What follows belongs to an exercise in optimizing a design on an open flow for small area; a production flow would make more cautious choices. In this exercise RTL edits were held to simulation tests only and were not proved equivalent to the original. No activity file was given, so power comes from the tool's default toggle rates.

**design.v**
```verilog
module branch_predictor(
    input           clk_i,
    input           rsn_i,
    input   [31:0]  pc_i,
    input   [31:0]  target_pc_i,
    input           alu_branch_i,
    input           alu_jumps_i,
    input           alu_prediction_i,
    input           alu_taken_i,
    input           alu_pc_ok_i,
    input   [31:0]  alu_branch_pc_i,
    output  [31:0]  pred_pc_o,
    output          prediction_o,
    output          taken_o,
    output          bp_error_o);
reg [27:0] bpc [15:0];
reg [31:0] tgt [15:0];
reg [1:0]  cnt [15:0];
reg [15:0] v;
wire error = (!alu_branch_i & alu_prediction_i & alu_taken_i) |
             (alu_prediction_i & alu_taken_i & !alu_pc_ok_i)  |
             (alu_branch_i & alu_jumps_i & !alu_prediction_i) |
             (alu_branch_i & alu_jumps_i & !alu_pc_ok_i);
assign bp_error_o = error;
wire [3:0]  r = pc_i[5:2];
wire [3:0]  w = alu_branch_pc_i[5:2];
wire [27:0] pc_c = {pc_i[31:6], pc_i[1:0]};
wire [27:0] bpc_c = {alu_branch_pc_i[31:6], alu_branch_pc_i[1:0]};
wire [15:0] sel_r = (16'b1 << r) & v;
wire [15:0] sel_w = (16'b1 << w) & v;
wire [16*61-1:0] d_r;
wire [16*62-1:0] d_w;
genvar g;
generate
    for (g = 0; g < 16; g = g + 1) begin : pack
        assign d_r[61*g +: 61] = {bpc[g], tgt[g], cnt[g][1]};
        assign d_w[62*g +: 62] = {bpc[g], tgt[g], cnt[g]};
    end
endgenerate
wire [60:0] q_r;
wire [61:0] q_w;
bp_mux16 #(.W(61)) mux_r(.d(d_r), .sel(sel_r), .y(q_r));
bp_mux16 #(.W(62)) mux_w(.d(d_w), .sel(sel_w), .y(q_w));
wire [27:0] bpc_r = q_r[60:33];
wire [31:0] tgt_r = q_r[32:1];
wire        tkn_r = q_r[0];
wire [27:0] bpc_w = q_w[61:34];
wire [31:0] tgt_w = q_w[33:2];
wire [1:0]  cnt_w = q_w[1:0];
wire vr = v[r] | (r == 4'd0);
wire vw = v[w] | (w == 4'd0);
assign prediction_o = rsn_i & vr & (bpc_r == pc_c);
assign taken_o = tkn_r;
assign pred_pc_o = tgt_r;
wire hit = vw & (bpc_w == bpc_c) & (tgt_w == target_pc_i);
wire [1:0] cnt_up = (cnt_w == 2'b11) ? 2'b11 : cnt_w + 2'b01;
wire [1:0] cnt_dn = (cnt_w == 2'b00) ? 2'b00 : cnt_w - 2'b01;
wire [1:0] cnt_new = hit ? (alu_jumps_i ? cnt_up : cnt_dn) : 2'b10;
wire [15:0] we = {16{rsn_i & error}} & (16'b1 << w);
always @(posedge clk_i) begin
    if (!rsn_i)
        v <= 16'b0;
    else
        v <= v | we;
end
integer i;
always @(posedge clk_i) begin
    for (i = 0; i < 16; i = i + 1) begin
        if (we[i]) begin
            bpc[i] <= bpc_c;
            tgt[i] <= target_pc_i;
            cnt[i] <= cnt_new;
        end
    end
end
endmodule
module bp_mux16 #(parameter W = 1) (
    input  [16*W-1:0] d,
    input  [15:0]     sel,
    output [W-1:0]    y);
genvar j, k;
generate
    for (j = 0; j < W; j = j + 1) begin : b
        wire [15:0] dj;
        for (k = 0; k < 16; k = k + 1) begin : col
            assign dj[k] = d[W*k + j];
        end
        bp_mux16_bit u(.d(dj), .s(sel), .y(y[j]));
    end
endgenerate
endmodule
module bp_mux16_bit (
    input  [15:0] d,
    input  [15:0] s,
    output        y);
wire [4:0] x;
bp_aoi222 a0(.a1(s[0]),  .a2(d[0]),  .b1(s[1]),  .b2(d[1]),  .c1(s[2]),  .c2(d[2]),  .y(x[0]));
bp_aoi222 a1(.a1(s[3]),  .a2(d[3]),  .b1(s[4]),  .b2(d[4]),  .c1(s[5]),  .c2(d[5]),  .y(x[1]));
bp_aoi222 a2(.a1(s[6]),  .a2(d[6]),  .b1(s[7]),  .b2(d[7]),  .c1(s[8]),  .c2(d[8]),  .y(x[2]));
bp_aoi222 a3(.a1(s[9]),  .a2(d[9]),  .b1(s[10]), .b2(d[10]), .c1(s[11]), .c2(d[11]), .y(x[3]));
bp_aoi222 a4(.a1(s[12]), .a2(d[12]), .b1(s[13]), .b2(d[13]), .c1(s[14]), .c2(d[14]), .y(x[4]));
assign y = ~(&x) | (s[15] & d[15]);
endmodule
module bp_aoi222 (input a1, a2, b1, b2, c1, c2, output y);
assign y = ~((a1 & a2) | (b1 & b2) | (c1 & c2));
endmodule
```
**flow/run.sh**
```bash
#!/bin/bash
# Layout flow: the standard ORFS flow (standard.sh), with two changes
# that only affect how buffers are chosen:
#  - port buffers use the smallest buffer cell (buf_1) instead of the
#    default pick; repair_design still sizes the nets behind them;
#  - clock tree synthesis builds the tree from clkbuf_4 cells in small
#    sink clusters (so flip-flop clock slew stays low) and inserts no
#    dummy loads.
# The whole output of the ORFS run goes to standard.log in the work folder;
# ORFS keeps each step's own log under orfs/logs/.
set -euo pipefail
export BUFFER_PORTS_ARGS="-buffer_cell sky130_fd_sc_hd__buf_1"
export CTS_ARGS="-sink_clustering_enable -repair_clock_nets -dont_use_dummy_load -buf_list sky130_fd_sc_hd__clkbuf_4 -sink_clustering_size 10 -sink_clustering_max_diameter 40"
bash standard.sh > standard.log 2>&1
```
**standard.sh**
```bash
#!/bin/bash
# synth_recipe.tcl (not shown) runs the flow's synth.tcl, then flattens the netlist and writes it again
# the make line also repeats each setting of config.mk as NAME=value (left out here)
make -C /OpenROAD-flow-scripts/flow DESIGN_CONFIG=/design/flow/config.mk WORK_HOME=/design/flow/orfs CLKGATE_MAP_FILE= SYNTH_SCRIPT=/design/flow/synth_recipe.tcl "${@:-finish}"
```
**config.mk**
```make
export PLATFORM = sky130hd
export DESIGN_NAME = branch_predictor
export DESIGN_NICKNAME = branch_predictor
export VERILOG_FILES = /design/flow/design.v
export SDC_FILE = /design/flow/constraint.sdc
export NUM_CORES = 4
export LEC_CHECK = 0
export CAP_MARGIN = 20
export CORE_MARGIN = 2
export CORE_UTILIZATION = 65
export SLEW_MARGIN = 20
export SYNTH_HIERARCHICAL = 1
```
**constraint.sdc**
```tcl
create_clock -name core_clock -period 12.0 [get_ports {clk_i}]
set_input_delay 2.4000 -clock core_clock [delete_from_list [all_inputs] [get_ports {clk_i}]]
set_output_delay 2.4000 -clock core_clock [all_outputs]
set_load 0.01 [all_outputs]
```
==> results of run 1 <==
-- state kept, by name, summed over array words and instances (netlist names) --
signal / count
bpc: 448
tgt: 512
cnt: 32
v: 16
-- power by group through the flow --
stage / Sequential, mW / Clock [mW] / Combinational, mW
2_1_floorplan: 3.99 / 0 / 0.0491
3_3_place_gp: 3.99 / 0 / 0.140
3_5_place_dp: 3.99 / 0 / 0.145
4_1_cts: 3.91 / 1.58 / 0.145
5_1_grt: 3.92 / 1.71 / 0.157
6_report: 3.91 / 1.59 / 0.151
-- layout by cell type (no fill, tap or decap), drive strengths merged, types with 2 or more instances in the layout --
master,n
xor2,31
nor3,3
diode,16
nor2b,7
nand2,153
a222oi,615
nor4,10
xnor2,57
o21ai,16
nor2,24
buf,203
mux4,6
edfxtp,992
nand4,139
a22oi,2
and4,4
and2,4
nand3,2
clkbuf,133
dfxtp,16
and3,148
inv,3
-- cells by family (layout without fill, tap and decap cells) --
kind of cell | count (synthesis) | count (layout)
buffers and inverters | 11 | 339
XOR/XNOR | 88 | 88
other | 0 | 16
AO/OA/AOI/OAI | 640 | 640
multiplexers | 8 | 8
flip-flops | 1008 | 1008
AND/OR/NAND/NOR | 500 | 500
adder cells (fa/ha/maj) | 1 | 1
-- Yosys stat by module (local to each module, per instance), excerpt --
module	cells	area, sq um
branch_predictor	1272	31900
bp_aoi222	1	10.0
bp_mux16_bit	3	16.3
-- cells in the mapped netlist, types with 2 or more instances --
cell / count
sky130_fd_sc_hd__mux4_2: 6
sky130_fd_sc_hd__and2_1: 4
sky130_fd_sc_hd__a222oi_1: 615
sky130_fd_sc_hd__nand2_1: 153
sky130_fd_sc_hd__nor4_1: 10
sky130_fd_sc_hd__buf_2: 4
sky130_fd_sc_hd__edfxtp_1: 992
sky130_fd_sc_hd__nor2b_1: 7
sky130_fd_sc_hd__and3_1: 148
sky130_fd_sc_hd__xor2_1: 31
sky130_fd_sc_hd__nand4_1: 139
sky130_fd_sc_hd__xnor2_1: 57
sky130_fd_sc_hd__nor2_1: 24
sky130_fd_sc_hd__dfxtp_1: 16
sky130_fd_sc_hd__inv_1: 3
sky130_fd_sc_hd__clkbuf_1: 3
sky130_fd_sc_hd__a22oi_1: 2
sky130_fd_sc_hd__and4_1: 4
sky130_fd_sc_hd__nor3_1: 3
sky130_fd_sc_hd__nand3_1: 2
sky130_fd_sc_hd__o21ai_0: 16
-- worst min-delay path: stages (launching register included) --
cell	delay, ns
sky130_fd_sc_hd__dfxtp_1	0.35
sky130_fd_sc_hd__nand2_1	0.07
sky130_fd_sc_hd__o21ai_0	0.08
-- final timing paths --
path,endpoint,slack [ns],depth (start not counted)
max,prediction_o,2.48,13
min,v[0]$_SDFF_PN0_,0.54,2
max reg2reg,cnt[5][0]$_DFFE_PP_,7.33,9
min reg2reg,v[0]$_SDFF_PN0_,0.54,2
-- metal layers --
layer / wire length (um) / global-route usage (%)
met1: 44700 / 59.1
met2: 59900 / 62.7
met3: 26900 / 14.0
met4: 8400 / 24.1
met5: 51 / 0
-- through the flow --
stage | hold slack [ns] | power (mW) | cells
floorplan | 0.434 | 4.04 | 2256
global placement | 0.503 | 4.13 | 3237
detailed placement | 0.499 | 4.14 | 3240
CTS | 0.529 | 5.64 | 3373
global route | 0.581 | 5.78 | 3385
finish | 0.540 | 5.65 | 3390
-- area by class of cell --
cell class	count	area, sq um	share of cell area, %
flip-flops and latches	1008	30100	69.3
multi-input cells	1237	10200	23.5
repair buffers	203	1090	2.51
clock buffers	133	998	2.30
well taps	790	988	2.27
diodes	16	40.0	0.0921
inverters	3	11.3	0.0259
==> results_tabular.tex, run 1 <==
\begin{tabular}{lr}
\hline
Metric & Value \\
\hline
\multicolumn{2}{l}{\textbf{Synthesis}} \\
\quad Netlist Area Pre-Place & about 40000 sq um \\
\quad Largest family of logic cells by synthesized area & compound AO/OA/AOI/OAI gates \\
\quad Top cells by area, synth & sky130\_fd\_sc\_hd\_\_edfxtp\_1 74\%, sky130\_fd\_sc\_hd\_\_a222oi\_1 15\%, sky130\_fd\_sc\_hd\_\_and3\_1 2.3\% \\
\quad Basic-gate share of the synthesized area counting and, or, nand and nor cells & between 6 and 7\% \\
\quad Mux contribution to synthesized area & less than 1\% \\
\quad Number of different library cells in the post-synthesis netlist & 38 \\
\quad Complex-gate fraction of the synthesized area & between 10\% and 20\% \\
\quad Post-Synthesis Net Count & roughly 2400 \\
\quad Yosys warnings & 10 \\
\quad Mapped Cells & between 2000 and 2500 \\
\quad Post-synthesis share of cell area spent on xor and xnor gates & a little under 2\% \\
\quad Top cell type's share of synthesized area & around 74\% \\
\quad Fraction of registers with async set or reset after synthesis & 0\% \\
\quad Number of synthesized flops with an enable pin & slightly below 1000 \\
\quad Adder and majority gate portion of the synthesized area & less than 1\% \\
\quad Sequential area share after synthesis & about 75\% \\
\quad Syn Area/Cell & about 18 sq um \\
\quad Synth Flop Type & sky130\_fd\_sc\_hd\_\_edfxtp\_1 \\
\quad Flops \& latches, synth & 1008 \\
\quad Leading area contributor after synthesis & sky130\_fd\_sc\_hd\_\_edfxtp\_1 \\
\multicolumn{2}{l}{\textbf{Power and ir drop}} \\
\quad Largest vdd supply drop & 0.0000951 V \\
\quad Sequential cell fraction of total power & 69.3\% \\
\quad Part of the total power dissipated in combinational logic & approximately 2.7\% \\
\quad Psw & about 1.2 mW \\
\quad Power Density & 130 nW/um\^{}2 \\
\quad Total internal power & approximately 4.4 mW \\
\quad Sw Share & $\sim$21\% \\
\quad Relative contribution of the clock network to total power & 28.1\% \\
\quad Leakage power of the design & 12.5 nW \\
\multicolumn{2}{l}{\textbf{Worst setup path}} \\
\quad Worst endpoint data arrival time & between 7 and 8 ns \\
\quad Biggest fanout along the worst timing path & 38 \\
\quad CP cell instances & buf\_1 -> inv\_1 -> nor2\_1 -> and4\_4 -> buf\_4 -> a222oi\_1 -> and3\_1 -> nand4\_1 -> xor2\_1 -> nor4\_1 -> nand4\_1 -> a2111oi\_0 -> buf\_1 \\
\quad Launch point of the worst reg-to-reg path & v[8]\$\_SDFF\_PN0\_ \\
\quad CP Launch Point & pc\_i[3] \\
\quad CP Capture Type & output port \\
\quad Critical Path Start Type & primary input \\
\quad Worst endpoint required time & roughly 9.6 ns \\
\quad Path type of the worst setup path & primary input to output port \\
\quad Slowest stage delay, CP & 0.88 ns \\
\quad Slowest cell on the critical path & sky130\_fd\_sc\_hd\_\_and4\_4 \\
\quad CP bufs+invs & 4 \\
\quad Largest delay share family, worst path & simple AND/OR/NAND/NOR gates \\
\multicolumn{2}{l}{\textbf{Detailed routing}} \\
\quad DRC violations left & 0 \\
\quad Via count & approximately 30000 \\
\quad Average via count per standard cell & 8.80 \\
\quad Avg WL per Cell & approximately 41 um \\
\quad Detailed-router iteration count before antenna repair & 11 \\
\quad Initial DRC count & between 8000 and 9000 \\
\quad DRT antenna net count & 0 \\
\quad Final WL & between 100000 and 150000 um \\
\multicolumn{2}{l}{\textbf{Clock tree}} \\
\quad Buffers from clock root to sink, at most & 3 \\
\quad Root buffer cell & sky130\_fd\_sc\_hd\_\_clkbuf\_4 \\
\quad Clk slew on worst S/H paths & approximately 0.10 ns \\
\quad Later-pin clock latency in the skew report & between 1 and 1.5 ns \\
\quad Count of H-tree levels built during CTS & 4 \\
\quad TritonCTS clock tree & built \\
\quad Number of clock buffers inserted by TritonCTS & $\sim$130 \\
\quad Clock sinks & approximately 1000 \\
\quad Hold buffer count at CTS & 0 \\
\quad Post-cts repair resize count & 0 \\
\quad Postcts setup bufs & 0 \\
\multicolumn{2}{l}{\textbf{STA}} \\
\quad Slew at the pin closest to its max-slew limit & roughly 1.1 ns \\
\quad Ratio of final minimum period to clock period & around 79\% \\
\quad Final number of max-transition violations & 0 \\
\quad Number of endpoints with negative hold slack in the final report & 0 \\
\quad Post-layout min period & $\sim$9.5 ns \\
\quad Worst clock skew on the final layout & between 0.07 and 0.08 ns \\
\quad TNS Setup & 0 ns \\
\quad Fin worst setup slack & approximately 2.5 ns \\
\quad Unrepaired setup endpoints after global routing & no \\
\quad Setup violations, final & 0 \\
\quad Worst max-slew margin expressed relative to the limit & around 28\% \\
\quad Maximum achievable frequency & between 100 and 150 MHz \\
\multicolumn{2}{l}{\textbf{Floorplan}} \\
\quad I/O pin count & roughly 140 \\
\quad Die area & $\sim$64000 sq um \\
\quad Floorplan Core Area & between 60000 and 70000 sq um \\
\quad Starting Density & between 60 and 70\% \\
\quad Overall die height & roughly 250 um \\
\quad Number of placement rows & just over 90 \\
\quad Die boundary width & between 200 and 300 um \\
\multicolumn{2}{l}{\textbf{Final layout}} \\
\quad Proportion of layout cells with a drive suffix above 1 & 9.91\% \\
\quad Syn-to-layout area delta & 8.38\% \\
\quad Final design instance area without fill & 43500 sq um \\
\quad Post-layout net count & 2689 \\
\quad Number of filler cells placed in the layout & roughly 4000 \\
\quad Core Util, Final & 70.8\% \\
\multicolumn{2}{l}{\textbf{Global route}} \\
\quad GRT overflow & 0 \\
\quad GRT Total Usage & approximately 43\% \\
\quad Via count of the first global-routing pass & $\sim$29000 \\
\quad Number of antenna violations at the first check in global routing & 14 \\
\quad First-pass GRT wire length & 194000 um \\
\quad Largest net degree at the start of global routing & 62 \\
\multicolumn{2}{l}{\textbf{Run}} \\
\quad Max capacitance violation total & 0 \\
\multicolumn{2}{l}{\textbf{Worst hold path}} \\
\quad Type of the worst min-delay path & flip-flop to flip-flop \\
\quad Launch point of the worst hold path & v[0]\$\_SDFF\_PN0\_ \\
\multicolumn{2}{l}{\textbf{Placement}} \\
\quad Placer Congestion & roughly 0.9 \\
\quad Port Buffers & 137 \\
\quad Dpl ws & approximately 2.7 ns \\
\quad HPWL after detailed placement & between 70000 and 80000 um \\
\quad Area of placed instances & between 40000 and 50000 sq um \\
\multicolumn{2}{l}{\textbf{Status}} \\
\quad Status & timing/DRC/antenna clean \\
\hline
\end{tabular}
==> run 2: changes to the inputs <==
--- a/flow/run.sh
+++ b/flow/run.sh
@@ -1,4 +1,4 @@
 #!/bin/bash
-# Layout flow: the standard ORFS flow (standard.sh), with two changes
-# that only affect how buffers are chosen:
+# Layout flow: the standard ORFS flow (standard.sh), with changes that
+# only affect how cells are sized and how buffers are chosen:
 #  - port buffers use the smallest buffer cell (buf_1) instead of the
@@ -7,3 +7,5 @@
 #    sink clusters (so flip-flop clock slew stays low) and inserts no
-#    dummy loads.
+#    dummy loads;
+#  - after global routing, ORFS's power recovery downsizes cells on paths
+#    with positive slack (RECOVER_POWER).
 # The whole output of the ORFS run goes to standard.log in the work folder;
@@ -13,2 +15,3 @@
 export CTS_ARGS="-sink_clustering_enable -repair_clock_nets -dont_use_dummy_load -buf_list sky130_fd_sc_hd__clkbuf_4 -sink_clustering_size 10 -sink_clustering_max_diameter 40"
+export RECOVER_POWER=100
 bash standard.sh > standard.log 2>&1
==> run 2 against run 1 <==
  * Now fails the layout checks on capacitance limit, slew limit
  * Synthesized area did not move
  * Count of clock-buffer cells in the layout unchanged
  * Setup slack worse by 1.4 ns
  * Sequential cell count unchanged
  * Critical path type unchanged
  * Cell count is essentially flat
  * Wire length down 0.18%
  * Register-to-register slack got worse by 3.0 ns
  * Clock skew is 0.022 ns lower
  * Sequential power about the same
  * Worst hold slack improved by 0.00065 ns
==> results_tabular.tex, run 2 <==
\begin{tabular}{lr}
\hline
Metric & Value \\
\hline
\multicolumn{2}{l}{\textbf{Status}} \\
\quad Violated checks & capacitance limit, slew limit \\
\quad Status & complete, but fails checks (was timing/DRC/antenna clean) \\
\multicolumn{2}{l}{\textbf{Worst hold path}} \\
\quad Launch point of the worst hold path & v[0]\$\_SDFF\_PN0\_ (unchanged) \\
\quad Worst Hold End & v[0]\$\_SDFF\_PN0\_ (unchanged) \\
\quad Type of the worst min-delay path & flip-flop to flip-flop (unchanged) \\
\quad Number of cells on the worst hold path & 2 (unchanged) \\
\multicolumn{2}{l}{\textbf{Worst setup path}} \\
\quad Biggest fanout along the worst timing path & 30 (was 38) \\
\quad Worst endpoint required time & 9.60 ns (about the same) \\
\quad Path type of the worst setup path & primary input to output port (unchanged) \\
\quad Worst Reg-to-Reg Cells & 10 (was 9) \\
\quad Slowest cell on the critical path & sky130\_fd\_sc\_hd\_\_and3\_1 (was sky130\_fd\_sc\_hd\_\_and4\_4) \\
\quad CP cell instances & clkbuf\_1 -> inv\_1 -> nor2\_1 -> and3\_1 -> clkbuf\_1 -> a222oi\_1 -> and3\_1 -> nand4\_1 -> xor2\_1 -> nor4\_2 -> nand4\_1 -> a2111oi\_0 -> buf\_1 (was buf\_1 -> inv\_1 -> nor2\_1 -> and4\_4 -> buf\_4 -> a222oi\_1 -> and3\_1 -> nand4\_1 -> xor2\_1 -> nor4\_1 -> nand4\_1 -> a2111oi\_0 -> buf\_1) \\
\quad Reg2Reg Setup Slack & 4.38 ns (was 7.33 ns) \\
\quad CP Capture Type & output port (unchanged) \\
\quad Critical Path Start Type & primary input (unchanged) \\
\quad Launch point of the worst reg-to-reg path & v[1]\$\_SDFF\_PN0\_ (was v[8]\$\_SDFF\_PN0\_) \\
\quad Worst endpoint data arrival time & 8.48 ns (was 7.12 ns) \\
\quad Slowest stage delay, CP & 1.77 ns (was 0.88 ns) \\
\quad Capture point of the worst reg-to-reg path & cnt[12][0]\$\_DFFE\_PP\_ (was cnt[5][0]\$\_DFFE\_PP\_) \\
\multicolumn{2}{l}{\textbf{Floorplan}} \\
\quad Starting Density & 65.3\% (unchanged) \\
\quad I/O pin count & 138 (unchanged) \\
\quad Number of placement rows & 91 (unchanged) \\
\quad Floorplan Core Area & 61400 sq um (unchanged) \\
\quad Die area & 63700 sq um (unchanged) \\
\quad Overall die height & 252 um (unchanged) \\
\quad Die boundary width & 252 um (unchanged) \\
\multicolumn{2}{l}{\textbf{Synthesis}} \\
\quad Most common cell in the synthesized netlist & sky130\_fd\_sc\_hd\_\_edfxtp\_1 (unchanged) \\
\quad Synth Flop Type & sky130\_fd\_sc\_hd\_\_edfxtp\_1 (unchanged) \\
\quad Syn Area/Cell & 17.8 sq um (unchanged) \\
\quad List of most frequent post-synthesis cells & 992 x sky130\_fd\_sc\_hd\_\_edfxtp\_1, 615 x sky130\_fd\_sc\_hd\_\_a222oi\_1, 153 x sky130\_fd\_sc\_hd\_\_nand2\_1 (unchanged) \\
\quad Post-Synthesis Net Count & 2359 (unchanged) \\
\quad Flops \& latches, synth & 1008 (unchanged) \\
\quad Fraction of registers with async set or reset after synthesis & 0\% (unchanged) \\
\quad Yosys warnings & 10 (unchanged) \\
\quad Sequential area share after synthesis & 75.1\% (unchanged) \\
\quad Mapped Cells & 2256 (unchanged) \\
\quad Netlist Area Pre-Place & 40100 sq um (unchanged) \\
\quad Top cells by area, synth & sky130\_fd\_sc\_hd\_\_edfxtp\_1 74\%, sky130\_fd\_sc\_hd\_\_a222oi\_1 15\%, sky130\_fd\_sc\_hd\_\_and3\_1 2.3\% (unchanged) \\
\quad Top cell type's share of synthesized area & 74.3\% (unchanged) \\
\quad Number of synthesized flops with an enable pin & 992 (unchanged) \\
\quad Number of different library cells in the post-synthesis netlist & 38 (unchanged) \\
\quad Leading area contributor after synthesis & sky130\_fd\_sc\_hd\_\_edfxtp\_1 (unchanged) \\
\multicolumn{2}{l}{\textbf{Clock tree}} \\
\quad Number of clock buffers inserted by TritonCTS & 133 (unchanged) \\
\quad Clk slew on worst S/H paths & 0.11 ns (was 0.10 ns) \\
\quad Buffers from clock root to sink, at most & 3 (unchanged) \\
\quad TritonCTS clock tree & built (unchanged) \\
\quad Postcts setup bufs & 0 (unchanged) \\
\quad Count of H-tree levels built during CTS & 4 (unchanged) \\
\quad Later-pin clock latency in the skew report & 1.03 ns (was 1.10 ns) \\
\quad Clock sinks & 1008 (unchanged) \\
\quad Post-cts repair resize count & 0 (unchanged) \\
\quad Root buffer cell & sky130\_fd\_sc\_hd\_\_clkbuf\_4 (unchanged) \\
\quad Hold buffer count at CTS & 0 (unchanged) \\
\multicolumn{2}{l}{\textbf{Power and ir drop}} \\
\quad Overall power of the completed layout & 5.64 mW (was 5.65 mW) \\
\quad Power Density & 131 nW/um\^{}2 (was 130 nW/um\^{}2) \\
\quad Leakage power of the design & 12.3 nW (was 12.5 nW) \\
\quad Largest vdd supply drop & 0.0000945 V (was 0.0000951 V) \\
\multicolumn{2}{l}{\textbf{Placement}} \\
\quad HPWL after detailed placement & 72800 um (unchanged) \\
\quad Port Buffers & 137 (unchanged) \\
\quad Placer Congestion & 0.899 (unchanged) \\
\quad Area of placed instances & 42400 sq um (unchanged) \\
\multicolumn{2}{l}{\textbf{Final layout}} \\
\quad Area used by sequential logic in the layout & 30100 sq um (unchanged) \\
\quad Commonest cells after routing, fill and taps aside & 992 x sky130\_fd\_sc\_hd\_\_edfxtp\_1, 615 x sky130\_fd\_sc\_hd\_\_a222oi\_1, 153 x sky130\_fd\_sc\_hd\_\_nand2\_1, 139 x sky130\_fd\_sc\_hd\_\_nand4\_1, 133 x sky130\_fd\_sc\_hd\_\_clkbuf\_4 (was 992 x sky130\_fd\_sc\_hd\_\_edfxtp\_1, 615 x sky130\_fd\_sc\_hd\_\_a222oi\_1, 153 x sky130\_fd\_sc\_hd\_\_nand2\_1, 139 x sky130\_fd\_sc\_hd\_\_nand4\_1, 137 x sky130\_fd\_sc\_hd\_\_buf\_1) \\
\quad Most common library cell in the layout ignoring fill and taps & sky130\_fd\_sc\_hd\_\_edfxtp\_1 (unchanged) \\
\quad Max reg flops & 512 (unchanged) \\
\quad Post-layout net count & 2689 (unchanged) \\
\quad Proportion of layout cells with a drive suffix above 1 & 8.20\% (was 9.91\%) \\
\quad Register with the most flip-flops & tgt (unchanged) \\
\quad Number of filler cells placed in the layout & 4020 (was 3967) \\
\quad Footprint of the multi-input gates & 10100 sq um (was 10200 sq um) \\
\quad Registers with the most flip-flops & tgt x512, bpc x448, cnt x32 (unchanged) \\
\quad Syn-to-layout area delta & 7.71\% (was 8.38\%) \\
\quad Final design instance area without fill & 43200 sq um (was 43500 sq um) \\
\multicolumn{2}{l}{\textbf{Detailed routing}} \\
\quad DRT antenna net count & 0 (unchanged) \\
\quad Detailed-router iteration count before antenna repair & 14 (was 11) \\
\quad Initial DRC count & 8490 (was 8639) \\
\quad Average via count per standard cell & 8.81 (was 8.80) \\
\quad Via count & 29900 (was 29800) \\
\quad Avg WL per Cell & 41.2 um (was 41.3 um) \\
\quad Final WL & 140000 um (about the same) \\
\quad DRC violations left & 0 (unchanged) \\
\multicolumn{2}{l}{\textbf{STA}} \\
\quad Setup violations, final & 0 (unchanged) \\
\quad TNS Setup & 0 ns (unchanged) \\
\quad Slew at the pin closest to its max-slew limit & 4.09 ns (was 1.08 ns) \\
\quad Unrepaired setup endpoints after global routing & no (unchanged) \\
\quad Worst max-slew margin expressed relative to the limit & -173\% (was 27.9\%) \\
\quad Number of endpoints with negative hold slack in the final report & 0 (unchanged) \\
\quad Final number of max-transition violations & 1137 (was 0) \\
\quad Maximum achievable frequency & 91.9 MHz (was 105 MHz) \\
\quad Worst clock skew on the final layout & 0.0554 ns (was 0.0770 ns) \\
\quad Post-layout min period & 10.88 ns (was 9.52 ns) \\
\quad Ratio of final minimum period to clock period & 90.6\% (was 79.3\%) \\
\multicolumn{2}{l}{\textbf{Global route}} \\
\quad GRT overflow & 0 (unchanged) \\
\quad GRT Total Usage & 43.4\% (unchanged) \\
\quad Via count of the first global-routing pass & 28800 (unchanged) \\
\quad Number of antenna violations at the first check in global routing & 14 (unchanged) \\
\quad First-pass GRT wire length & 194000 um (unchanged) \\
\quad Largest net degree at the start of global routing & 62 (unchanged) \\
\multicolumn{2}{l}{\textbf{Run}} \\
\quad Max capacitance violation total & 38 (was 0) \\
\hline
\end{tabular}
## run 2: logic make-up (layout without fill, tap and decap cells)
group                      after synthesis  in the layout  synth area share (%)
and+or+nand+nor                        500            500                  6.72
DFF                                   1008           1008                  75.1
other                                    0             17                     0
buffers and inverters                   11            339                 0.134
adders and majority gates                1              1                0.0250
AOI/OAI and AO/OA                      640            640                  15.7
xor gates and xnor gates                88             88                  1.92
muxes                                    8              8                 0.390
## run 2: worst max-delay path: cells and delay by family
family	cells	cell delay [ns]
compound gates	2	1.01
xor+xnor	1	0.12
buf+inv	4	1.56
simple gates	6	3.33
## run 2: how the worst max path moves through the flow
stage	from	end	slack (ns)
2_1_floorplan	pc_i[4]	prediction_o	0.28
3_5_place_dp	pc_i[3]	prediction_o	2.70
3_3_place_gp	pc_i[3]	prediction_o	2.63
5_1_grt	pc_i[3]	prediction_o	1.29
6_report	pc_i[3]	prediction_o	1.12
4_1_cts	pc_i[3]	prediction_o	2.68
## run 2: routing by layer
layer | track usage [%] | vias to the layer above | part of all wire, %
li1 | - | 11500 | -
met1 | 59.1 | 14400 | 32
met2 | 62.7 | 3352 | 43
met3 | 14.0 | 619 | 19
met4 | 24.1 | 6 | 6.3
met5 | 0 | - | 0.026
## run 2: stage by stage
step	std cells	worst slack, ns	hold slack (ns)	utilization, %
3_3_place_gp	3237	2.63	0.503	69.0
3_5_place_dp	3240	2.70	0.499	69.1
4_1_cts	3373	2.68	0.529	70.7
6_report	3391	1.12	0.540	70.4
5_1_grt	3386	1.29	0.581	70.4
2_1_floorplan	2256	0.277	0.434	-
## run 2: Yosys stat by module (local to each module, per instance), a selection
module | times used | cell area [sq um] | flops+latches | cells inside
branch_predictor | 1 | 31900 | 1008 | 1272
bp_mux16_bit | 123 | 16.3 | 0 | 3
bp_aoi222 | 615 | 10.0 | 0 | 1
## run 2: area by class of cell
class	instances	share of cell area (%)
flip-flops and latches	1008	69.7
multi-input cells	1237	23.4
clock buffers	133	2.31
well taps	790	2.29
repair buffers	203	2.14
diodes	17	0.0985
inverters	3	0.0261
## run 2: power breakdown
group | switching, mW | internal (mW) | total, mW | leakage, nW
Clock | 1.07 | 0.511 | 1.58 | 0.612
Sequential | 0.0178 | 3.90 | 3.92 | 9.07
Combinational | 0.116 | 0.0323 | 0.148 | 2.66
Total | 1.20 | 4.44 | 5.64 | 12.3
==> run 3: changes to the inputs <==
==> flow/run.sh (replaced) <==
#!/bin/bash
# Layout flow: the standard ORFS flow (standard.sh), with two changes
# that only affect how buffers are chosen:
#  - port buffers use the smallest buffer cell (buf_1) instead of the
#    default pick; repair_design still sizes the nets behind them;
#  - clock tree synthesis builds the tree from clkbuf_4 cells in small
#    sink clusters (so flip-flop clock slew stays low) and inserts no
#    dummy loads.
# The whole output of the ORFS run goes to standard.log in the work folder;
# ORFS keeps each step's own log under orfs/logs/.
set -euo pipefail
export BUFFER_PORTS_ARGS="-buffer_cell sky130_fd_sc_hd__buf_1"
export CTS_ARGS="-sink_clustering_enable -repair_clock_nets -dont_use_dummy_load -buf_list sky130_fd_sc_hd__clkbuf_4 -sink_clustering_size 10 -sink_clustering_max_diameter 35"
bash standard.sh > standard.log 2>&1
--- a/config.mk
+++ b/config.mk
@@ -7,6 +7,6 @@
 export LEC_CHECK = 0
-export CAP_MARGIN = 20
+export CAP_MARGIN = 10
 export CORE_MARGIN = 2
-export CORE_UTILIZATION = 65
-export SLEW_MARGIN = 20
+export CORE_UTILIZATION = 72
+export SLEW_MARGIN = 10
 export SYNTH_HIERARCHICAL = 1
==> run 3 against run 2 <==
  * Now clean on timing, DRC and antenna
  * Setup slack better by 1.1 ns
  * Via count is 1.7% higher
  * Die area is 9.6% lower
  * Design area is 0.30% higher
  * Critical path type unchanged
  * Cell count is 1.4% lower
  * Critical path depth is 1 lower
  * Highest routed layer unchanged
  * Global-route usage is 4.6 points higher
  * Sequential cell count stayed put
  * Clock power is 3% higher
  * Wire length is 1.6% lower
  * First-iteration DRC count is 2.3% higher
  * Core utilization is 8.3 points higher
==> results_tabular.tex, run 3 <==
\begin{tabular}{lr}
\hline
Metric & Value \\
\hline
\multicolumn{2}{l}{\textbf{Synthesis}} \\
\quad Synth Flop Type & sky130\_fd\_sc\_hd\_\_edfxtp\_1 (unchanged) \\
\quad Top cells by area, synth & sky130\_fd\_sc\_hd\_\_edfxtp\_1 74\%, sky130\_fd\_sc\_hd\_\_a222oi\_1 15\%, sky130\_fd\_sc\_hd\_\_and3\_1 2.3\% (unchanged) \\
\quad Leading area contributor after synthesis & sky130\_fd\_sc\_hd\_\_edfxtp\_1 (unchanged) \\
\quad Top cell type's share of synthesized area & 74.3\% (unchanged) \\
\quad Most common cell in the synthesized netlist & sky130\_fd\_sc\_hd\_\_edfxtp\_1 (unchanged) \\
\quad Flops \& latches, synth & 1008 (unchanged) \\
\quad Number of synthesized flops with an enable pin & 992 (unchanged) \\
\quad Syn Area/Cell & 17.8 sq um (unchanged) \\
\quad List of most frequent post-synthesis cells & 992 x sky130\_fd\_sc\_hd\_\_edfxtp\_1, 615 x sky130\_fd\_sc\_hd\_\_a222oi\_1, 153 x sky130\_fd\_sc\_hd\_\_nand2\_1 (unchanged) \\
\quad Netlist Area Pre-Place & 40100 sq um (unchanged) \\
\quad Fraction of registers with async set or reset after synthesis & 0\% (unchanged) \\
\quad Mapped Cells & 2256 (unchanged) \\
\quad Post-Synthesis Net Count & 2359 (unchanged) \\
\quad Yosys warnings & 10 (unchanged) \\
\quad Number of different library cells in the post-synthesis netlist & 38 (unchanged) \\
\quad Sequential area share after synthesis & 75.1\% (unchanged) \\
\multicolumn{2}{l}{\textbf{Final layout}} \\
\quad Cell Count, Final, Fillers Out & 3345 (was 3391) \\
\quad Final design instance area without fill & 43300 sq um (was 43200 sq um) \\
\quad Max reg flops & 512 (unchanged) \\
\quad Post-layout net count & 2691 (was 2689) \\
\quad Most common library cell in the layout ignoring fill and taps & sky130\_fd\_sc\_hd\_\_edfxtp\_1 (unchanged) \\
\quad Syn-to-layout area delta & 8.04\% (was 7.71\%) \\
\quad Commonest cells after routing, fill and taps aside & 992 x sky130\_fd\_sc\_hd\_\_edfxtp\_1, 615 x sky130\_fd\_sc\_hd\_\_a222oi\_1, 153 x sky130\_fd\_sc\_hd\_\_nand2\_1, 146 x sky130\_fd\_sc\_hd\_\_clkbuf\_4, 139 x sky130\_fd\_sc\_hd\_\_nand4\_1 (was 992 x sky130\_fd\_sc\_hd\_\_edfxtp\_1, 615 x sky130\_fd\_sc\_hd\_\_a222oi\_1, 153 x sky130\_fd\_sc\_hd\_\_nand2\_1, 139 x sky130\_fd\_sc\_hd\_\_nand4\_1, 133 x sky130\_fd\_sc\_hd\_\_clkbuf\_4) \\
\quad Registers with the most flip-flops & tgt x512, bpc x448, cnt x32 (unchanged) \\
\quad Proportion of layout cells with a drive suffix above 1 & 9.94\% (was 8.20\%) \\
\quad Register with the most flip-flops & tgt (unchanged) \\
\multicolumn{2}{l}{\textbf{Placement}} \\
\quad Area of placed instances & 42200 sq um (was 42400 sq um) \\
\quad Placed Instances & 3188 (was 3240) \\
\quad Placer Congestion & 0.907 (was 0.899) \\
\quad Dpl ws & 2.61 ns (was 2.70 ns) \\
\quad Port Buffers & 137 (unchanged) \\
\quad HPWL after detailed placement & 71800 um (was 72800 um) \\
\multicolumn{2}{l}{\textbf{Detailed routing}} \\
\quad Initial DRC count & 8684 (was 8490) \\
\quad Detailed-router iteration count before antenna repair & 14 (unchanged) \\
\quad Average via count per standard cell & 9.08 (was 8.81) \\
\quad Via count & 30400 (was 29900) \\
\quad Avg WL per Cell & 41.1 um (was 41.2 um) \\
\quad Final WL & 138000 um (was 140000 um) \\
\quad DRT antenna net count & 0 (unchanged) \\
\quad DRC violations left & 0 (unchanged) \\
\multicolumn{2}{l}{\textbf{Status}} \\
\quad Status & timing/DRC/antenna clean (was complete, but fails checks) \\
\multicolumn{2}{l}{\textbf{STA}} \\
\quad Final number of max-transition violations & 0 (was 1137) \\
\quad Setup violations, final & 0 (unchanged) \\
\quad Final hold slack & 0.529 ns (was 0.540 ns) \\
\quad Maximum achievable frequency & 102 MHz (was 91.9 MHz) \\
\quad Ratio of final minimum period to clock period & 81.8\% (was 90.6\%) \\
\quad Fin worst setup slack & 2.18 ns (was 1.12 ns) \\
\quad Number of endpoints with negative hold slack in the final report & 0 (unchanged) \\
\quad Unrepaired setup endpoints after global routing & no (unchanged) \\
\quad Worst max-slew margin expressed relative to the limit & 8.13\% (was -173\%) \\
\quad Post-layout min period & 9.82 ns (was 10.88 ns) \\
\quad TNS Setup & 0 ns (unchanged) \\
\quad Worst clock skew on the final layout & 0.0711 ns (was 0.0554 ns) \\
\quad Slew at the pin closest to its max-slew limit & 1.38 ns (was 4.09 ns) \\
\multicolumn{2}{l}{\textbf{Power and ir drop}} \\
\quad Total internal power & 4.49 mW (was 4.44 mW) \\
\quad Sequential cell fraction of total power & 68.7\% (was 69.4\%) \\
\quad Power Density & 131 nW/um\^{}2 (about the same) \\
\quad Relative contribution of the clock network to total power & 28.7\% (was 28.0\%) \\
\quad Sw Share & 21.2\% (was 21.3\%) \\
\quad Largest vdd supply drop & 0.000111 V (was 0.0000945 V) \\
\quad Leakage power of the design & 12.5 nW (was 12.3 nW) \\
\quad Part of the total power dissipated in combinational logic & 2.6\% (about the same) \\
\quad Psw & 1.21 mW (was 1.20 mW) \\
\multicolumn{2}{l}{\textbf{Worst hold path}} \\
\quad Type of the worst min-delay path & flip-flop to flip-flop (unchanged) \\
\multicolumn{2}{l}{\textbf{Global route}} \\
\quad GRT overflow & 0 (unchanged) \\
\quad Via count of the first global-routing pass & 29900 (was 28800) \\
\quad Number of antenna violations at the first check in global routing & 11 (was 14) \\
\quad GRT Total Usage & 48.0\% (was 43.4\%) \\
\quad Largest net degree at the start of global routing & 53 (was 62) \\
\quad First-pass GRT wire length & 193000 um (was 194000 um) \\
\multicolumn{2}{l}{\textbf{Run}} \\
\quad Max capacitance violation total & 0 (was 38) \\
\multicolumn{2}{l}{\textbf{Clock tree}} \\
\quad Clock sinks & 1008 (unchanged) \\
\quad Clk slew on worst S/H paths & 0.07 ns (was 0.11 ns) \\
\quad Postcts setup bufs & 0 (unchanged) \\
\quad Hold buffer count at CTS & 0 (unchanged) \\
\quad Number of clock buffers inserted by TritonCTS & 146 (was 133) \\
\quad Buffers from clock root to sink, at most & 3 (unchanged) \\
\quad Count of H-tree levels built during CTS & 4 (unchanged) \\
\quad Root buffer cell & sky130\_fd\_sc\_hd\_\_clkbuf\_4 (unchanged) \\
\quad Later-pin clock latency in the skew report & 1.04 ns (was 1.03 ns) \\
\quad Post-cts repair resize count & 0 (unchanged) \\
\quad TritonCTS clock tree & built (unchanged) \\
\multicolumn{2}{l}{\textbf{Worst setup path}} \\
\quad Slowest cell on the critical path & sky130\_fd\_sc\_hd\_\_nor4\_1 (was sky130\_fd\_sc\_hd\_\_and3\_1) \\
\quad CP Capture Type & output port (unchanged) \\
\quad CP cell instances & buf\_1 -> nor2\_1 -> and3\_4 -> buf\_4 -> a222oi\_1 -> and3\_1 -> nand4\_1 -> xor2\_1 -> nor4\_1 -> nand4\_1 -> a2111oi\_0 -> buf\_1 (was clkbuf\_1 -> inv\_1 -> nor2\_1 -> and3\_1 -> clkbuf\_1 -> a222oi\_1 -> and3\_1 -> nand4\_1 -> xor2\_1 -> nor4\_2 -> nand4\_1 -> a2111oi\_0 -> buf\_1) \\
\quad Worst endpoint data arrival time & 7.42 ns (was 8.48 ns) \\
\quad Critical Path Start Type & primary input (unchanged) \\
\quad Worst endpoint required time & 9.60 ns (about the same) \\
\quad Slowest stage delay, CP & 1.12 ns (was 1.77 ns) \\
\quad Path type of the worst setup path & primary input to output port (unchanged) \\
\quad Biggest fanout along the worst timing path & 42 (was 30) \\
\multicolumn{2}{l}{\textbf{Floorplan}} \\
\quad Floorplan Core Area & 55100 sq um (was 61400 sq um) \\
\quad Overall die height & 240 um (was 252 um) \\
\quad Number of placement rows & 86 (was 91) \\
\quad Die boundary width & 240 um (was 252 um) \\
\quad Starting Density & 72.8\% (was 65.3\%) \\
\quad I/O pin count & 138 (unchanged) \\
\quad Die area & 57600 sq um (was 63700 sq um) \\
\hline
\end{tabular}
## run 3: cell counts after synthesis
No cell type changed its count.
## run 3: critical path: cells and delay by family
kind	cells	cell delay, ns
AOI/OAI and AO/OA	2	0.99
xor gates and xnor gates	1	0.08
buffers and inverters	3	0.97
and+or+nand+nor	6	2.90
## run 3: metal layers
layer / global-route usage [%] / routed length, um / vias up
met1: 61.1 / 40400 / 14300
met3: 21.6 / 28100 / 839
met4: 31.4 / 10300 / 8
li1: - / - / 11500
met5: 0 / 57 / -
met2: 67.0 / 58700 / 3762
## run 3: per-module statistics from Yosys, one instance, submodules excluded, a selection
module / cells / cell area, sq um / flops+latches / copies in the design
bp_aoi222: 1 / 10.0 / 0 / 615
bp_mux16_bit: 3 / 16.3 / 0 / 123
branch_predictor: 1272 / 31900 / 1008 / 1
## run 3: metrics by stage
step | utilization, % | power (mW)
2_1_floorplan | - | 4.04
3_3_place_gp | 76.6 | 4.13
3_5_place_dp | 76.6 | 4.13
4_1_cts | 78.6 | 5.67
5_1_grt | 78.6 | 5.83
6_report | 78.6 | 5.70
## run 3: cell type report
class                           instances  area, sq um
Sequential cell                      1008        30100
Fill cell                            3154        11800
Multi-Input combinational cell       1237        10200
Clock buffer                          146         1100
Tap cell                              748          936
Timing Repair Buffer                  192          927
Antenna cell                           11         27.5
Inverter                                3         11.3
## run 3: cells by family (layout without fill, tap and decap cells)
kind of cell | count (synthesis) | count (layout) | share of synthesized area [%]
flops | 1008 | 1008 | 75.1
compound gates | 640 | 640 | 15.7
simple gates | 500 | 500 | 6.72
xor+xnor | 88 | 88 | 1.92
buf+inv | 11 | 341 | 0.134
mux | 8 | 8 | 0.390
fa+ha+maj | 1 | 1 | 0.0250
other cells | 0 | 11 | 0
## run 3: final timing paths
check	start	end	slack, ns	cells past startpoint
max reg2reg	v[5]$_SDFF_PN0_	cnt[4][0]$_DFFE_PP_	7.06	9
min	v[1]$_SDFF_PN0_	v[1]$_SDFF_PN0_	0.53	2
max	pc_i[3]	prediction_o	2.18	12
min reg2reg	v[1]$_SDFF_PN0_	v[1]$_SDFF_PN0_	0.53	2
## run 3: power groups by stage
stage               clock, mW  combinational [mW]  sequential [mW]
detailed placement          0               0.142             3.99
CTS                      1.62               0.142             3.91
floorplan                   0              0.0491             3.99
global placement            0               0.137             3.99
finish                   1.63               0.151             3.91
global route             1.76               0.155             3.92
==> run 4: changes to the inputs <==
--- a/config.mk
+++ b/config.mk
@@ -9,3 +9,3 @@
 export CORE_MARGIN = 2
-export CORE_UTILIZATION = 72
+export CORE_UTILIZATION = 80
 export SLEW_MARGIN = 10
==> run 4 against run 3 <==
  * The layout now fails its checks (capacitance limit, slew limit)
  * Count of clock-buffer cells in the layout is 9 lower
  * Non-clock buffer count rose by 6
  * Setup slack lost 0.20 ns
  * Largest cell class unchanged
  * Largest power group unchanged
==> results_tabular.tex, run 4 <==
\begin{tabular}{lr}
\hline
Metric & Value \\
\hline
\multicolumn{2}{l}{\textbf{Status}} \\
\quad Status & complete, but fails checks (was timing/DRC/antenna clean) \\
\quad Violated checks & capacitance limit, slew limit \\
\multicolumn{2}{l}{\textbf{STA}} \\
\quad Number of endpoints with negative hold slack in the final report & 0 (unchanged) \\
\quad Setup violations, final & 0 (unchanged) \\
\quad Final number of max-transition violations & 2 (was 0) \\
\quad Slew at the pin closest to its max-slew limit & 1.52 ns (was 1.38 ns) \\
\quad Maximum achievable frequency & 99.9 MHz (was 102 MHz) \\
\quad Ratio of final minimum period to clock period & 83.4\% (was 81.8\%) \\
\quad Post-layout min period & 10.01 ns (was 9.82 ns) \\
\quad TNS Setup & 0 ns (unchanged) \\
\quad Unrepaired setup endpoints after global routing & no (unchanged) \\
\quad Worst max-slew margin expressed relative to the limit & -2.42\% (was 8.13\%) \\
\quad Worst clock skew on the final layout & 0.105 ns (was 0.0711 ns) \\
\multicolumn{2}{l}{\textbf{Worst setup path}} \\
\quad CP cell instances & buf\_1 -> nor2\_1 -> and4\_4 -> buf\_4 -> a222oi\_1 -> and3\_1 -> nand4\_1 -> xor2\_1 -> nor4\_1 -> nand4\_1 -> a2111oi\_0 -> buf\_1 (was buf\_1 -> nor2\_1 -> and3\_4 -> buf\_4 -> a222oi\_1 -> and3\_1 -> nand4\_1 -> xor2\_1 -> nor4\_1 -> nand4\_1 -> a2111oi\_0 -> buf\_1) \\
\quad Critical Path Start Type & primary input (unchanged) \\
\quad Slowest stage delay, CP & 1.00 ns (was 1.12 ns) \\
\quad Launch point of the worst reg-to-reg path & v[2]\$\_SDFF\_PN0\_ (was v[5]\$\_SDFF\_PN0\_) \\
\quad Biggest fanout along the worst timing path & 47 (was 42) \\
\quad Worst endpoint required time & 9.60 ns (about the same) \\
\quad Path type of the worst setup path & primary input to output port (unchanged) \\
\quad Slowest cell on the critical path & sky130\_fd\_sc\_hd\_\_a2111oi\_0 (was sky130\_fd\_sc\_hd\_\_nor4\_1) \\
\quad CP Capture Type & output port (unchanged) \\
\quad CP Launch Point & pc\_i[3] (unchanged) \\
\quad Worst endpoint data arrival time & 7.61 ns (was 7.42 ns) \\
\multicolumn{2}{l}{\textbf{Detailed routing}} \\
\quad Initial DRC count & 10200 (was 8684) \\
\quad Average via count per standard cell & 9.51 (was 9.08) \\
\quad Detailed-router iteration count before antenna repair & 17 (was 14) \\
\quad Avg WL per Cell & 41.6 um (was 41.1 um) \\
\quad DRC violations left & 0 (unchanged) \\
\quad Via count & 31100 (was 30400) \\
\quad Final WL & 136000 um (was 138000 um) \\
\quad DRT antenna net count & 0 (unchanged) \\
\multicolumn{2}{l}{\textbf{Final layout}} \\
\quad Proportion of layout cells with a drive suffix above 1 & 9.83\% (was 9.94\%) \\
\quad Register with the most flip-flops & tgt (unchanged) \\
\quad Cell Count, Final, Fillers Out & 3270 (was 3345) \\
\quad Syn-to-layout area delta & 7.82\% (was 8.04\%) \\
\quad Commonest cells after routing, fill and taps aside & 992 x sky130\_fd\_sc\_hd\_\_edfxtp\_1, 615 x sky130\_fd\_sc\_hd\_\_a222oi\_1, 153 x sky130\_fd\_sc\_hd\_\_nand2\_1, 139 x sky130\_fd\_sc\_hd\_\_nand4\_1 (was 992 x sky130\_fd\_sc\_hd\_\_edfxtp\_1, 615 x sky130\_fd\_sc\_hd\_\_a222oi\_1, 153 x sky130\_fd\_sc\_hd\_\_nand2\_1, 146 x sky130\_fd\_sc\_hd\_\_clkbuf\_4, 139 x sky130\_fd\_sc\_hd\_\_nand4\_1) \\
\quad Final design instance area without fill & 43200 sq um (was 43300 sq um) \\
\quad Max reg flops & 512 (unchanged) \\
\quad Registers with the most flip-flops & tgt x512, bpc x448, cnt x32 (unchanged) \\
\quad Most common library cell in the layout ignoring fill and taps & sky130\_fd\_sc\_hd\_\_edfxtp\_1 (unchanged) \\
\quad Post-layout net count & 2688 (was 2691) \\
\multicolumn{2}{l}{\textbf{Floorplan}} \\
\quad Die area & 51900 sq um (was 57600 sq um) \\
\quad Number of placement rows & 82 (was 86) \\
\quad Die boundary width & 228 um (was 240 um) \\
\quad Starting Density & 80.4\% (was 72.8\%) \\
\quad Overall die height & 228 um (was 240 um) \\
\quad Floorplan Core Area & 49900 sq um (was 55100 sq um) \\
\quad I/O pin count & 138 (unchanged) \\
\multicolumn{2}{l}{\textbf{Clock tree}} \\
\quad Later-pin clock latency in the skew report & 1.12 ns (was 1.04 ns) \\
\quad Postcts setup bufs & 0 (unchanged) \\
\quad Clock sinks & 1008 (unchanged) \\
\quad Buffers from clock root to sink, at most & 3 (unchanged) \\
\quad Clk slew on worst S/H paths & 0.10 ns (was 0.07 ns) \\
\quad Post-cts repair resize count & 0 (unchanged) \\
\quad Count of H-tree levels built during CTS & 4 (unchanged) \\
\quad Hold buffer count at CTS & 0 (unchanged) \\
\quad Root buffer cell & sky130\_fd\_sc\_hd\_\_clkbuf\_4 (unchanged) \\
\quad TritonCTS clock tree & built (unchanged) \\
\quad Number of clock buffers inserted by TritonCTS & 137 (was 146) \\
\multicolumn{2}{l}{\textbf{Synthesis}} \\
\quad Yosys warnings & 10 (unchanged) \\
\quad Netlist Area Pre-Place & 40100 sq um (unchanged) \\
\quad Leading area contributor after synthesis & sky130\_fd\_sc\_hd\_\_edfxtp\_1 (unchanged) \\
\quad List of most frequent post-synthesis cells & 992 x sky130\_fd\_sc\_hd\_\_edfxtp\_1, 615 x sky130\_fd\_sc\_hd\_\_a222oi\_1, 153 x sky130\_fd\_sc\_hd\_\_nand2\_1 (unchanged) \\
\quad Post-Synthesis Net Count & 2359 (unchanged) \\
\quad Top cell type's share of synthesized area & 74.3\% (unchanged) \\
\quad Sequential area share after synthesis & 75.1\% (unchanged) \\
\quad Syn Area/Cell & 17.8 sq um (unchanged) \\
\quad Top cells by area, synth & sky130\_fd\_sc\_hd\_\_edfxtp\_1 74\%, sky130\_fd\_sc\_hd\_\_a222oi\_1 15\%, sky130\_fd\_sc\_hd\_\_and3\_1 2.3\% (unchanged) \\
\quad Synth Flop Type & sky130\_fd\_sc\_hd\_\_edfxtp\_1 (unchanged) \\
\quad Flops \& latches, synth & 1008 (unchanged) \\
\quad Mapped Cells & 2256 (unchanged) \\
\quad Most common cell in the synthesized netlist & sky130\_fd\_sc\_hd\_\_edfxtp\_1 (unchanged) \\
\quad Number of different library cells in the post-synthesis netlist & 38 (unchanged) \\
\quad Fraction of registers with async set or reset after synthesis & 0\% (unchanged) \\
\quad Number of synthesized flops with an enable pin & 992 (unchanged) \\
\multicolumn{2}{l}{\textbf{Global route}} \\
\quad Number of antenna violations at the first check in global routing & 10 (was 11) \\
\quad Via count of the first global-routing pass & 31200 (was 29900) \\
\quad First-pass GRT wire length & 195000 um (was 193000 um) \\
\quad GRT overflow & 0 (unchanged) \\
\quad GR Util met3 & 23.1\% (was 21.6\%) \\
\quad Met2 Resource Use GR & 73.5\% (was 67.0\%) \\
\quad Largest net degree at the start of global routing & 53 (unchanged) \\
\quad Most used routing layer & met2 (unchanged) \\
\quad M1 GR Usage & 65.9\% (was 61.1\%) \\
\quad GRT Total Usage & 52.3\% (was 48.0\%) \\
\multicolumn{2}{l}{\textbf{Placement}} \\
\quad Port Buffers & 137 (unchanged) \\
\quad Placer Congestion & 0.994 (was 0.907) \\
\quad Placed Instances & 3116 (was 3188) \\
\quad Area of placed instances & 42100 sq um (was 42200 sq um) \\
\quad HPWL after detailed placement & 71400 um (was 71800 um) \\
\multicolumn{2}{l}{\textbf{Power and ir drop}} \\
\quad Power Density & 131 nW/um\^{}2 (about the same) \\
\quad Largest vdd supply drop & 0.000115 V (was 0.000111 V) \\
\quad Leakage power of the design & 12.5 nW (about the same) \\
\multicolumn{2}{l}{\textbf{Worst hold path}} \\
\quad Type of the worst min-delay path & flip-flop to flip-flop (unchanged) \\
\quad Launch point of the worst hold path & v[0]\$\_SDFF\_PN0\_ (was v[1]\$\_SDFF\_PN0\_) \\
\multicolumn{2}{l}{\textbf{Run}} \\
\quad Max capacitance violation total & 1 (was 0) \\
\hline
\end{tabular}
## run 4: cell count changes in the layout (fill, tap and decap cells not counted)
cell,before,now
sky130_fd_sc_hd__buf_4,55,59
sky130_fd_sc_hd__and3_2,0,1
sky130_fd_sc_hd__buf_12,0,2
sky130_fd_sc_hd__diode_2,11,15
sky130_fd_sc_hd__clkbuf_4,146,137
sky130_fd_sc_hd__and3_4,24,23
## run 4: kinds of logic after synthesis
logic type	after synthesis	synth area share, %
DFF	1008	75.1
AOI/OAI and AO/OA	640	15.7
and+or+nand+nor	500	6.72
xor gates and xnor gates	88	1.92
buffers and inverters	11	0.134
muxes	8	0.390
adders and majority gates	1	0.0250
## run 4: routing by layer
metal	wire length [um]	vias up
met3	30100	1072
met1	36800	14100
met5	26	-
met2	57200	4448
li1	-	11500
met4	11800	6
## run 4: critical path, delay by kind of cell
kind            cells  cell delay (ns)
simple gates        6             2.53
buf+inv             3             1.29
compound gates      2             1.25
xor+xnor            1             0.10
## run 4: power breakdown
group / total, mW / internal, mW / switching (mW)
clock: 1.61 / 0.525 / 1.08
combinational: 0.152 / 0.0333 / 0.119
sequential: 3.92 / 3.90 / 0.0195
total: 5.67 / 4.45 / 1.22
## run 4: layout make-up
class | instances | area [sq um]
multi-input cells | 1237 | 10200
inverters | 3 | 11.3
fillers | 2229 | 6620
diodes | 15 | 37.5
well taps | 672 | 841
clock buffers | 137 | 1030
repair buffers | 198 | 997
flip-flops and latches | 1008 | 30100
## run 4: worst paths after layout
path / to / slack (ns) / cells after the start
hold reg to reg: v[0]$_SDFF_PN0_ / 0.55 / 2
setup reg to reg: cnt[13][0]$_DFFE_PP_ / 6.88 / 10
hold / removal: v[0]$_SDFF_PN0_ / 0.55 / 2
setup / recovery: prediction_o / 1.99 / 12
## run 4: Yosys stat by module (local to each module, per instance), a selection
| module | flops+latches | cells inside | cell area, sq um |
|---|---|---|---|
| branch_predictor | 1008 | 1272 | 31900 |
| bp_aoi222 | 0 | 1 | 10.0 |
| bp_mux16_bit | 0 | 3 | 16.3 |
## run 4: through the flow
stage | worst slack, ns | util, % | power [mW] | hold WS, ns
floorplan | 0.277 | - | 4.04 | 0.434
global placement | 2.80 | 84.5 | 4.12 | 0.505
detailed placement | 2.73 | 84.5 | 4.13 | 0.515
CTS | 2.72 | 86.6 | 5.63 | 0.533
global route | 2.24 | 86.7 | 5.79 | 0.560
finish | 1.99 | 86.7 | 5.67 | 0.546

-- separate check: timing with driven ports --
The flow's constraints put no driver on any port. The routed layouts listed below were extracted and timed again, unchanged, in two steps.
Step 1: set_driving_cell puts a clkbuf_16 on clk_i and a buf_2 on each other input, an assumption about the parent block.
Step 2 also shifts input and output timing later by t, the mid clock arrival at the registers, as if the neighbouring blocks saw the same clock.
Slacks: ideal ports / drivers / drivers and shift; pairs: ideal ports / drivers.
run	t, ns	setup slack, ns	cell pins on the clock port's net
run 1	1.108	2.480 / 2.451 / 2.451	1
run 2	1.078	1.124 / 1.096 / 1.096	1
run 3	1.084	2.184 / 2.155 / 2.155	1
run 4	1.121	1.988 / 1.964 / 1.964	1
